Background: an optimization exercise with open tools, aiming at a short achievable clock period and few clock cycles. Do not read the settings as production practice.
Function was checked by simulation only, so behaviour that the tests miss may differ from the original.
No activity file was given, so power comes from the tool's default toggle rates.

`flow/design.v`:
```
`timescale 1ns / 1ps
module RV32ICore(
    input wire CPU_CLK,
    input wire CPU_RST,
    output wire [31:0] imem_addr,
    input wire [31:0] imem_rdata,
    output wire [31:0] dmem_addr,
    output wire [3:0] dmem_we,
    output wire [31:0] dmem_wdata,
    input wire [31:0] dmem_rdata
    );
    localparam BTB_BITS = 5;
    localparam BTB_N = 1 << BTB_BITS;
    localparam TAG_LO = BTB_BITS + 2;
    localparam TAG_HI = 13;
    localparam OP_LUI = 7'b0110111, OP_AUIPC = 7'b0010111, OP_JAL = 7'b1101111,
               OP_JALR = 7'b1100111, OP_BR = 7'b1100011, OP_LOAD = 7'b0000011,
               OP_STORE = 7'b0100011, OP_IMM = 7'b0010011, OP_REG = 7'b0110011,
               OP_SYS = 7'b1110011;
    localparam A_ADD = 4'd0, A_SUB = 4'd1, A_SLL = 4'd2, A_SLT = 4'd3, A_SLTU = 4'd4,
               A_XOR = 4'd5, A_SRL = 4'd6, A_SRA = 4'd7, A_OR = 4'd8, A_AND = 4'd9,
               A_LINK = 4'd10, A_CSR = 4'd11;
    wire rst = CPU_RST;
    wire clk = CPU_CLK;
    reg [31:0] pc_f;
    reg        redir_r;      
    reg        d_valid, d_use_hold;
    reg [31:0] d_pc, d_hold, d_pred_tgt;
    reg [13:2] d_btb_tgt;
    reg        d_pred_taken, d_hit;
    reg [1:0]  d_ctr;
    reg        r_valid;
    reg [31:0] r_pc, r_inst, r_pred_tgt;
    reg [13:2] r_btb_tgt;
    reg        r_pred_taken, r_hit;
    reg [1:0]  r_ctr;
    reg        e_valid;
    reg [31:0] e_pc, e_pc4, e_av, e_bv, e_sd, e_br_target, e_jcmp, e_pred_tgt;
    reg [13:2] e_btb_tgt;
    reg        e_pred_taken, e_hit;
    reg [1:0]  e_ctr;
    reg        e_fa, e_fb, e_fs;        
    reg [11:0] e_alu;       
    reg        e_rwe, e_load, e_store, e_br, e_jal, e_jalr, e_csr;
    reg [4:0]  e_rd, e_zimm;
    reg [2:0]  e_f3;
    reg [1:0]  e_csr_idx;
    reg [31:0] m_result, m_wdata;
    reg [3:0]  m_we;
    reg        m_rwe, m_load;
    reg [4:0]  m_rd;
    reg [2:0]  m_f3;
    reg [31:0] w_result;
    reg        w_rwe, w_load;
    reg [4:0]  w_rd;
    reg [2:0]  w_f3;
    reg [31:0] x_value;
    reg        x_rwe;
    reg [4:0]  x_rd;
    reg [31:0] rf [1:31];
    reg [31:0] csr [0:3];
    reg              btb_v   [0:BTB_N-1];
    reg              btb_unc [0:BTB_N-1];
    reg [1:0]        btb_ctr [0:BTB_N-1];
    reg [TAG_HI:TAG_LO] btb_tag [0:BTB_N-1];
    reg [13:2]       btb_tgt [0:BTB_N-1];
    reg        u_en, u_v, u_unc;
    reg [1:0]  u_ctr;
    reg [BTB_BITS-1:0] u_idx;
    reg [TAG_HI:TAG_LO] u_tag;
    reg [13:2] u_tgt;
    assign imem_addr = pc_f;
    assign dmem_addr = m_result;
    assign dmem_we = m_we;
    assign dmem_wdata = m_wdata;
    wire [BTB_BITS-1:0] f_idx = pc_f[BTB_BITS+1:2];
    wire        f_hit = btb_v[f_idx] && (btb_tag[f_idx] == pc_f[TAG_HI:TAG_LO]);
    wire [1:0]  f_ctr = btb_ctr[f_idx];
    wire [13:2] f_tgt = btb_tgt[f_idx];
    wire        f_pred = f_hit && (btb_unc[f_idx] || f_ctr[1]);
    wire [31:0] f_npc = f_pred ? {pc_f[31:14], f_tgt, 2'b00} : (pc_f + 32'd4);
    wire [31:0] d_inst = d_use_hold ? d_hold : imem_rdata;
    wire [1:0] w_lo = w_result[1:0];
    wire [7:0] ld_b = w_lo[1] ? (w_lo[0] ? dmem_rdata[31:24] : dmem_rdata[23:16])
                              : (w_lo[0] ? dmem_rdata[15:8] : dmem_rdata[7:0]);
    wire [15:0] ld_h = w_lo[1] ? dmem_rdata[31:16] : dmem_rdata[15:0];
    reg [31:0] ld_val;
    always @(*) begin
        case (w_f3)
            3'b000: ld_val = {{24{ld_b[7]}}, ld_b};
            3'b001: ld_val = {{16{ld_h[15]}}, ld_h};
            3'b100: ld_val = {24'd0, ld_b};
            3'b101: ld_val = {16'd0, ld_h};
            default: ld_val = dmem_rdata;
        endcase
    end
    wire [6:0] r_op = r_inst[6:0];
    wire [2:0] r_f3 = r_inst[14:12];
    wire [4:0] r_rd = r_inst[11:7];
    wire [4:0] r_rs1 = r_inst[19:15];
    wire [4:0] r_rs2 = r_inst[24:20];
    wire r_lui = r_op == OP_LUI;
    wire r_auipc = r_op == OP_AUIPC;
    wire r_jal = r_op == OP_JAL;
    wire r_jalr = r_op == OP_JALR;
    wire r_brn = r_op == OP_BR;
    wire r_load = r_op == OP_LOAD;
    wire r_store = r_op == OP_STORE;
    wire r_opimm = r_op == OP_IMM;
    wire r_opreg = r_op == OP_REG;
    wire r_csr = (r_op == OP_SYS) && (r_f3[1:0] != 2'b00);
    wire r_use1 = r_jalr | r_brn | r_load | r_store | r_opimm | r_opreg | (r_csr & ~r_f3[2]);
    wire r_use2 = r_brn | r_store | r_opreg;
    wire r_wr = (r_lui | r_auipc | r_jal | r_jalr | r_load | r_opimm | r_opreg | r_csr) && (r_rd != 5'd0);
    wire [31:0] r_imm_i = {{20{r_inst[31]}}, r_inst[31:20]};
    wire [31:0] r_imm_s = {{20{r_inst[31]}}, r_inst[31:25], r_inst[11:7]};
    wire [31:0] r_imm_u = {r_inst[31:12], 12'b0};
    wire [31:0] r_imm_b = {{20{r_inst[31]}}, r_inst[7], r_inst[30:25], r_inst[11:8], 1'b0};
    wire [31:0] r_imm_j = {{12{r_inst[31]}}, r_inst[19:12], r_inst[20], r_inst[30:21], 1'b0};
    wire [31:0] r_imm = r_store ? r_imm_s : ((r_lui | r_auipc) ? r_imm_u : r_imm_i);
    reg [3:0] r_alu;
    wire [11:0] r_alu_oh = 12'd1 << r_alu;
    always @(*) begin
        if (r_jal | r_jalr) r_alu = A_LINK;
        else if (r_csr) r_alu = A_CSR;
        else if (r_opimm | r_opreg)
            case (r_f3)
                3'd0: r_alu = (r_opreg & r_inst[30]) ? A_SUB : A_ADD;
                3'd1: r_alu = A_SLL;
                3'd2: r_alu = A_SLT;
                3'd3: r_alu = A_SLTU;
                3'd4: r_alu = A_XOR;
                3'd5: r_alu = r_inst[30] ? A_SRA : A_SRL;
                3'd6: r_alu = A_OR;
                default: r_alu = A_AND;
            endcase
        else r_alu = A_ADD;
    end
    wire h1e = e_valid && e_rwe && e_rd == r_rs1;
    wire h1m = m_rwe && m_rd == r_rs1;
    wire h1w = w_rwe && w_rd == r_rs1;
    wire h1x = x_rwe && x_rd == r_rs1;
    wire h2e = e_valid && e_rwe && e_rd == r_rs2;
    wire h2m = m_rwe && m_rd == r_rs2;
    wire h2w = w_rwe && w_rd == r_rs2;
    wire h2x = x_rwe && x_rd == r_rs2;
    wire [31:0] w_value = w_load ? ld_val : w_result;
    wire [31:0] r_rv1 = (r_rs1 == 5'd0) ? 32'd0 : h1m ? m_result : h1w ? w_value :
                        h1x ? x_value : rf[r_rs1];
    wire [31:0] r_rv2 = (r_rs2 == 5'd0) ? 32'd0 : h2m ? m_result : h2w ? w_value :
                        h2x ? x_value : rf[r_rs2];
    wire stall = r_valid && !redir_r && ((r_use1 && ((h1e && e_load) || (!h1e && h1m && m_load))) ||
                             (r_use2 && ((h2e && e_load) || (!h2e && h2m && m_load))));
    wire [31:0] a = e_fa ? m_result : e_av;
    wire [31:0] b = e_fb ? m_result : e_bv;
    wire [31:0] sd = e_fs ? m_result : e_sd;
    wire [31:0] sum = a + b;
    wire [31:0] diff = a - b;
    wire lt = $signed(a) < $signed(b);
    wire ltu = a < b;
    wire eq = a == b;
    wire [31:0] csr_old = csr[e_csr_idx];
    wire [31:0] csr_src = e_f3[2] ? {27'd0, e_zimm} : a;
    reg  [31:0] csr_new;
    always @(*) begin
        case (e_f3[1:0])
            2'b01: csr_new = csr_src;
            2'b10: csr_new = csr_old | csr_src;
            default: csr_new = csr_old & ~csr_src;
        endcase
    end
    wire [31:0] sra_v = $signed(a) >>> b[4:0];
    wire [31:0] srl_v = a >> b[4:0];
    wire [31:0] shr = e_alu[A_SRA] ? sra_v : srl_v;
    wire [31:0] e_other = ({32{e_alu[A_SLL]}} & (a << b[4:0])) |
                        ({32{e_alu[A_SLT]}} & {31'd0, lt}) |
                        ({32{e_alu[A_SLTU]}} & {31'd0, ltu}) |
                        ({32{e_alu[A_XOR]}} & (a ^ b)) |
                        ({32{e_alu[A_SRL] | e_alu[A_SRA]}} & shr) |
                        ({32{e_alu[A_OR]}} & (a | b)) |
                        ({32{e_alu[A_AND]}} & (a & b)) |
                        ({32{e_alu[A_LINK]}} & e_pc4) |
                        ({32{e_alu[A_CSR]}} & csr_old);
    wire [31:0] e_res = e_alu[A_ADD] ? sum : e_alu[A_SUB] ? diff : e_other;
    reg cond;
    always @(*) begin
        case (e_f3)
            3'b000: cond = eq;
            3'b001: cond = ~eq;
            3'b100: cond = lt;
            3'b101: cond = ~lt;
            3'b110: cond = ltu;
            3'b111: cond = ~ltu;
            default: cond = 1'b0;
        endcase
    end
    wire taken = e_jal | e_jalr | (e_br & cond);
    wire tgt_ok = e_jalr ? (a == e_jcmp) : (e_pred_tgt == e_br_target);
    wire e_live = e_valid && !redir_r;    
    wire redir = e_live && (taken ? !(e_pred_taken && tgt_ok) : e_pred_taken);
    wire [31:0] act_tgt = e_jalr ? sum : e_br_target;
    wire [31:0] redir_tgt = taken ? act_tgt : e_pc4;
    wire [1:0] lo = sum[1:0];
    reg [3:0] be;
    always @(*) begin
        case (e_f3[1:0])
            2'b00: be = 4'b0001 << lo;
            2'b01: be = lo[1] ? 4'b1100 : 4'b0011;
            default: be = 4'b1111;
        endcase
    end
    wire [31:0] wdata = (e_f3[1:0] == 2'b00) ? {4{sd[7:0]}} :
                        (e_f3[1:0] == 2'b01) ? {2{sd[15:0]}} : sd;
    reg rst_r;
    integer i;
    always @(posedge clk) begin
        rst_r <= rst;
        if (rst) pc_f <= 32'd0;
        else if (redir) pc_f <= redir_tgt;
        else if (!stall) pc_f <= f_npc;
        if (rst) d_valid <= 1'b0;
        else if (!stall) d_valid <= 1'b1;
        d_use_hold <= stall;
        if (stall) d_hold <= d_inst;
        if (!stall) begin
            d_pc <= pc_f;
            d_pred_taken <= f_pred;
            d_pred_tgt <= f_npc;
            d_hit <= f_hit;
            d_ctr <= f_ctr;
            d_btb_tgt <= f_tgt;
        end
        if (rst) r_valid <= 1'b0;
        else if (!stall) r_valid <= d_valid && !redir_r;
        if (!stall) begin
            r_inst <= d_inst;
            r_pc <= d_pc;
            r_pred_taken <= d_pred_taken;
            r_pred_tgt <= d_pred_tgt;
            r_hit <= d_hit;
            r_ctr <= d_ctr;
            r_btb_tgt <= d_btb_tgt;
        end
        redir_r <= !rst && redir;
        if (rst || redir_r || stall || !r_valid) begin
            e_valid <= 1'b0;
            e_rwe <= 1'b0;
            e_load <= 1'b0;
            e_store <= 1'b0;
            e_br <= 1'b0;
            e_jal <= 1'b0;
            e_jalr <= 1'b0;
            e_csr <= 1'b0;
            e_pred_taken <= 1'b0;
            e_hit <= 1'b0;
        end else begin
            e_valid <= 1'b1;
            e_rwe <= r_wr;
            e_load <= r_load;
            e_store <= r_store;
            e_br <= r_brn;
            e_jal <= r_jal;
            e_jalr <= r_jalr;
            e_csr <= r_csr;
            e_pred_taken <= r_pred_taken;
            e_hit <= r_hit;
        end
        e_pc <= r_pc;
        e_pc4 <= r_pc + 32'd4;
        e_br_target <= r_pc + (r_jal ? r_imm_j : r_imm_b);
        e_jcmp <= r_pred_tgt - r_imm_i;
        e_pred_tgt <= r_pred_tgt;
        e_btb_tgt <= r_btb_tgt;
        e_ctr <= r_ctr;
        e_alu <= r_alu_oh;
        e_rd <= r_rd;
        e_zimm <= r_rs1;
        e_f3 <= r_f3;
        e_csr_idx <= r_inst[21:20];
        e_av <= r_lui ? 32'd0 : (r_auipc ? r_pc : r_rv1);
        e_bv <= (r_opreg | r_brn) ? r_rv2 : r_imm;
        e_sd <= r_rv2;
        e_fa <= h1e && !(r_lui | r_auipc);
        e_fb <= h2e && (r_opreg | r_brn);
        e_fs <= h2e;
        m_result <= e_res;
        m_wdata <= wdata;
        if (rst) begin
            m_we <= 4'd0;
            m_rwe <= 1'b0;
            m_load <= 1'b0;
        end else begin
            m_we <= (e_store && !redir_r) ? be : 4'd0;
            m_rwe <= e_rwe && !redir_r;
            m_load <= e_load && !redir_r;
        end
        m_rd <= e_rd;
        m_f3 <= e_f3;
        w_result <= m_result;
        w_rwe <= rst ? 1'b0 : m_rwe;
        w_load <= m_load;
        w_rd <= m_rd;
        w_f3 <= m_f3;
        x_value <= w_load ? ld_val : w_result;
        x_rwe <= rst ? 1'b0 : w_rwe;
        x_rd <= w_rd;
        if (rst_r) begin
            for (i = 1; i < 32; i = i + 1) rf[i] <= 32'd0;
        end else if (x_rwe) begin
            rf[x_rd] <= x_value;
        end
        if (rst_r) begin
            for (i = 0; i < 4; i = i + 1) csr[i] <= 32'd0;
        end else if (e_csr && !redir_r) begin
            csr[e_csr_idx] <= csr_new;
        end
        if (rst) u_en <= 1'b0;
        else u_en <= e_live && ((e_br && (taken || e_hit)) || e_jal || e_jalr || (e_hit && !(e_br || e_jal || e_jalr)));
        u_v <= e_br | e_jal | e_jalr;
        u_unc <= e_jal | e_jalr;
        u_idx <= e_pc[BTB_BITS+1:2];
        u_tag <= e_pc[TAG_HI:TAG_LO];
        u_tgt <= taken ? act_tgt[13:2] : e_btb_tgt;
        u_ctr <= !e_hit ? 2'b11 :
                 taken ? ((e_ctr == 2'b11) ? 2'b11 : e_ctr + 2'b01)
                       : ((e_ctr == 2'b00) ? 2'b00 : e_ctr - 2'b01);
        if (rst_r) begin
            for (i = 0; i < BTB_N; i = i + 1) btb_v[i] <= 1'b0;
        end else if (u_en) begin
            btb_v[u_idx] <= u_v;
        end
        if (u_en) begin
            btb_unc[u_idx] <= u_unc;
            btb_ctr[u_idx] <= u_ctr;
            btb_tag[u_idx] <= u_tag;
            btb_tgt[u_idx] <= u_tgt;
        end
    end
endmodule
```
`flow/flow/run.sh`:
```
#!/bin/bash
set -euo pipefail
bash standard.sh SETUP_SLACK_MARGIN=7 finish > standard.log 2>&1
```
`flow/standard.sh`:
```
#!/bin/bash
# synth_recipe.tcl (not shown) runs the flow's synth.tcl, then flattens the netlist and writes it again
# the make line also repeats each setting of config.mk as NAME=value (left out here)
make -C /OpenROAD-flow-scripts/flow DESIGN_CONFIG=/design/flow/config.mk WORK_HOME=/design/flow/orfs CLKGATE_MAP_FILE= SYNTH_SCRIPT=/design/flow/synth_recipe.tcl "${@:-finish}"
```
`flow/config.mk`:
```
export PLATFORM = sky130hd
export DESIGN_NAME = RV32ICore
export DESIGN_NICKNAME = RV32ICore
export VERILOG_FILES = /design/flow/design.v
export SDC_FILE = /design/flow/constraint.sdc
export NUM_CORES = 4
export LEC_CHECK = 0
export ABC_CLOCK_PERIOD_IN_PS = 2500
export CAP_MARGIN = 20
export CORE_MARGIN = 2
export CORE_UTILIZATION = 40
export SETUP_SLACK_MARGIN = 5
export SLEW_MARGIN = 20
```
`flow/constraint.sdc`:
```
create_clock -name core_clock -period 10.0 [get_ports {CPU_CLK}]
set_input_delay 2.0000 -clock core_clock [delete_from_list [all_inputs] [get_ports {CPU_CLK}]]
set_output_delay 2.0000 -clock core_clock [all_outputs]
set_load 0.01 [all_outputs]
```
==> flow_metrics.env <==
export IMPL_status="finished clean"
export IMPL_rsz0062_at_grt="yes"
export IMPL_grt_pass1_vias=85900
export IMPL_setup_viol=0
export IMPL_seq_area_frac_synth_pct=58.1
export IMPL_ys_seq_elements=2640
export IMPL_htree_levels=5
export IMPL_synth_mux_area_share_pct=18.2
export IMPL_maxCapViolations=0
export IMPL_worst_pin_slew_ns=1.40
export IMPL_clkPwrFrac_pct=36.9
export IMPL_final_max_slew_viol_count=0
export IMPL_crit_fanout=14
export IMPL_dieArea_mm2=0.323
export IMPL_slew_limit_headroom_pct=6.72
export IMPL_hold_viol_final=0
export IMPL_ant_nets=0
export IMPL_cts_buffers=300
export IMPL_synth_top_family_by_area="multiplexers"
export IMPL_syn_avg_cell_area_um2=14.0
export IMPL_syn_nets=9352
export IMPL_finClkSkew_ns=0.121
export IMPL_dr_total_vias=89200
export IMPL_sw_frac_of_total_pct=29.5
export IMPL_leakagePower_nw=57.2
export IMPL_cts_root_buf="clkbuf_16"
export IMPL_placeableCoreArea_mm2=0.317
export IMPL_nFillCells=26300
export IMPL_cp_start_kind="flop"
export IMPL_start_util_pct=40.1
export IMPL_synth_compound_area_share_pct=6.76
export IMPL_tns_ns=0
export IMPL_hp_class="reg -> reg"
export IMPL_cts_sinks=2640
export IMPL_nets=10100
export IMPL_yosysWarnings=1
export IMPL_cts_tree="done"
export IMPL_layout_setup_ws_ns=5.34
export IMPL_fp_dieH_um=568
export IMPL_synth_xor_area_share_pct=1.79
export IMPL_required_ns=10.80
export IMPL_drive_above_1_share_pct=36.5
export IMPL_synthArstFlopShare_pct=0
export IMPL_clkTransAtPathRegs_ns=0.06
export IMPL_register_area_mm2=0.0744
export IMPL_drc=0
export IMPL_netlist_instances=9118
export IMPL_multi_input_area_mm2=0.0569
export IMPL_power_frac_comb_pct=18.2
export IMPL_arrival_ns=5.46
export IMPL_pin_count=166
export IMPL_seq_power_share_pct=44.9
export IMPL_synth_cell_types=91
export IMPL_antenna_found_initial=48
export IMPL_fmax_mhz=215
export IMPL_synthAdderAreaFrac_pct=1.67
export IMPL_rows=207
export IMPL_gr_total_overflow=0
export IMPL_p_switching_w=0.00869
export IMPL_clk_latency_ns=0.96
export IMPL_pre_cts_slack_ns=3.34
export IMPL_irDropWorstVdd_mv=0.181
export IMPL_totalWireLength_um=540000
export IMPL_grt_pass1_wl_um=724000
export IMPL_syn_cell_area_mm2=0.127
export IMPL_area_growth_pct=26.5
export IMPL_detail_route_wl_per_cell_um=37.8
export IMPL_worstSetupPathType="reg -> reg"
export IMPL_synthFlopType="edfxtp_1"
export IMPL_critPathCaptureType="flop"
export IMPL_io_buffers=165
export IMPL_track_usage_pct=32.5
export IMPL_die_w_um=568
export IMPL_cts_hold_buffers=0
export IMPL_finalCritPeriodShare_pct=46.6
export IMPL_fin_util_pct=50.8
export IMPL_grt_max_degree=70
export IMPL_dp_hpwl_um=342000
export IMPL_via_per_inst=6.23
export IMPL_yosys_area_share_simple_pct=10.6
export IMPL_drtIter0Drc=12500
export IMPL_first_pass_iters=6
export IMPL_globalplace_congestion=1.00
export IMPL_p_int_w=0.0207
export IMPL_period_needed_ns=4.66
export IMPL_clk_path_buf_depth=4
export IMPL_synth_edf_count=2112
export IMPL_p_per_area_mw_per_mm2=183
-- cells in the final DEF, fill, tap and decap left out, types with 42 or more instances in the layout --
| master | Yosys | routed |
|---|---|---|
| ha_4 | 0 | 42 |
| buf_8 | 0 | 65 |
| dfxtp_1 | 528 | 388 |
| nor2_1 | 631 | 526 |
| o211ai_1 | 79 | 79 |
| a21oi_1 | 342 | 209 |
| nand2_1 | 425 | 392 |
| clkbuf_1 | 561 | 69 |
| xor2_1 | 90 | 85 |
| buf_6 | 5 | 242 |
| o21ai_0 | 271 | 146 |
| mux2i_4 | 0 | 101 |
| buf_12 | 0 | 115 |
| o21ai_2 | 0 | 46 |
| clkbuf_16 | 0 | 329 |
| and2_1 | 1015 | 1008 |
| mux4_2 | 871 | 871 |
| a21oi_4 | 1 | 42 |
| nor3_1 | 108 | 63 |
| or2_2 | 62 | 52 |
| a21oi_2 | 0 | 92 |
| clkdlybuf4s50_1 | 0 | 44 |
| nor2_4 | 0 | 75 |
| dfxtp_2 | 0 | 63 |
| clkinv_2 | 0 | 50 |
| a211oi_2 | 0 | 89 |
| buf_16 | 0 | 86 |
| xnor2_1 | 170 | 157 |
| mux2i_1 | 253 | 128 |
| buf_4 | 8 | 549 |
| inv_1 | 206 | 172 |
| o21ai_1 | 1 | 51 |
| clkinv_1 | 5 | 46 |
| ha_1 | 164 | 98 |
| mux2_2 | 90 | 77 |
| edfxtp_1 | 2112 | 2112 |
| nand3_1 | 92 | 79 |
| dfxtp_4 | 0 | 77 |
-- power groups by stage --
stage                     registers (W)  logic (W)  clock network (W)
after floorplan                  0.0129    0.00230                  0
after global placement           0.0135    0.00374                  0
after detailed placement         0.0135    0.00371                  0
after CTS                        0.0132    0.00475             0.0109
after global routing             0.0133    0.00546             0.0114
final                            0.0132    0.00535             0.0109
-- path summary, 6_finish.rpt --
kind,depth (start not counted),start,end,slack (ns)
hold reg to reg,0,m_f3[1],w_f3[1],0.26
hold / removal,0,m_f3[1],w_f3[1],0.26
setup / recovery,20,e_fa,pc_f[18],5.34
setup reg to reg,20,e_fa,pc_f[18],5.34
-- routing by layer --
metal  GRT usage (%)  wire length [um]
met5               0               273
met2            49.4            241000
met1            44.4            212000
met4            17.1             35100
met3            6.07             51900
-- registers in the layout, indices dropped and copies added, names as in the netlist, 64 cells and up, named ones only --
signal and cells:
rf 1024, btb_tgt 384, btb_tag 224, csr 128
btb_ctr 64
-- critical path, stage by stage (launching register included) --
cell	delay, ns
dfxtp_4	0.46
buf_12	0.17
buf_6	0.09
buf_6	0.09
mux2i_4	0.29
ha_4	0.25
or2_4	0.25
or3_4	0.37
o221ai_4	0.29
a2111oi_4	0.12
buf_6	0.16
nor3_4	0.19
nor4_4	0.07
mux2i_4	0.23
buf_6	0.14
a31o_4	0.28
a2111o_2	0.52
buf_12	0.17
buf_12	0.13
a211oi_2	0.18
a211oi_1	0.07
-- area by class of cell --
cell class	count	share of cell area [%]
multi-input cells	5552	35.3
flip-flops and latches	2640	46.2
well taps	4180	3.25
clock inverters	150	0.878
repair buffers	1157	8.69
clock buffers	396	5.10
inverters	216	0.566
diodes	14	0.0218
-- Yosys cell counts, types with 164 or more instances --
| master | number | area share [%] |
|---|---|---|
| a21oi_1 | 342 | 1.3 |
| and2_1 | 1015 | 5.0 |
| clkbuf_1 | 561 | 1.7 |
| dfxtp_1 | 528 | 8.3 |
| edfxtp_1 | 2112 | 50 |
| ha_1 | 164 | 1.6 |
| inv_1 | 206 | 0.61 |
| mux2i_1 | 253 | 2.0 |
| mux4_2 | 871 | 15 |
| nand2_1 | 425 | 1.3 |
| nor2_1 | 631 | 1.9 |
| o21ai_0 | 271 | 1.1 |
| xnor2_1 | 170 | 1.2 |
-- what timing repair did --
action / in CTS / in global routing
setup endpoints to repair: 1382 / 704
gates cloned: 73 / 24
gates resized for setup: 1846 / 647
pin swaps: 212 / 285
hold endpoints to repair: 0 / 0
setup buffers: 389 / 262
-- kinds of logic after synthesis --
| logic type | count (synthesis) |
|---|---|
| flops | 2640 |
| simple gates | 2598 |
| compound gates | 1303 |
| mux | 1216 |
| buf+inv | 933 |
| xor+xnor | 260 |
| fa+ha+maj | 168 |
-- stage by stage --
stage                     std cells  area, um^2  total power, W  hold slack (ns)
after floorplan                9118      129000          0.0152            0.310
after global placement        13000      135000          0.0172            0.315
after detailed placement      13000      135000          0.0172            0.312
after CTS                     14000      155000          0.0289            0.259
after global routing          14300      161000          0.0301            0.275
final                         14300      161000          0.0294            0.261
Testbench counts, summed over its fixed seeds: cycles 115,342.

==> separate check: timing with driven ports <==
The results above use ideal ports. As a check the final layout listed here was re-extracted and re-timed, cells and wires unchanged. Step 1: set_driving_cell puts a clkbuf_16 on CPU_CLK and a buf_2 on each other input, an assumption about the parent block. Step 2 moves the port delays by t, midway between the first and last clock arrival at a register: inputs arrive t later, outputs are due t later. That takes back most of the time a late clock gives input paths. Three values: no drivers, after step 1, after step 2; two values: the first two.
t (ns): 1.003
slack for setup (ns): 5.345 / 5.345 / 5.345
slew at the worst register clock pin (ns): 0.08 / 0.08
After both steps this run still meets setup and hold. For this run, drivers alone change the setup slack by 0.000 ns; drivers and shift together by 0.000 ns.
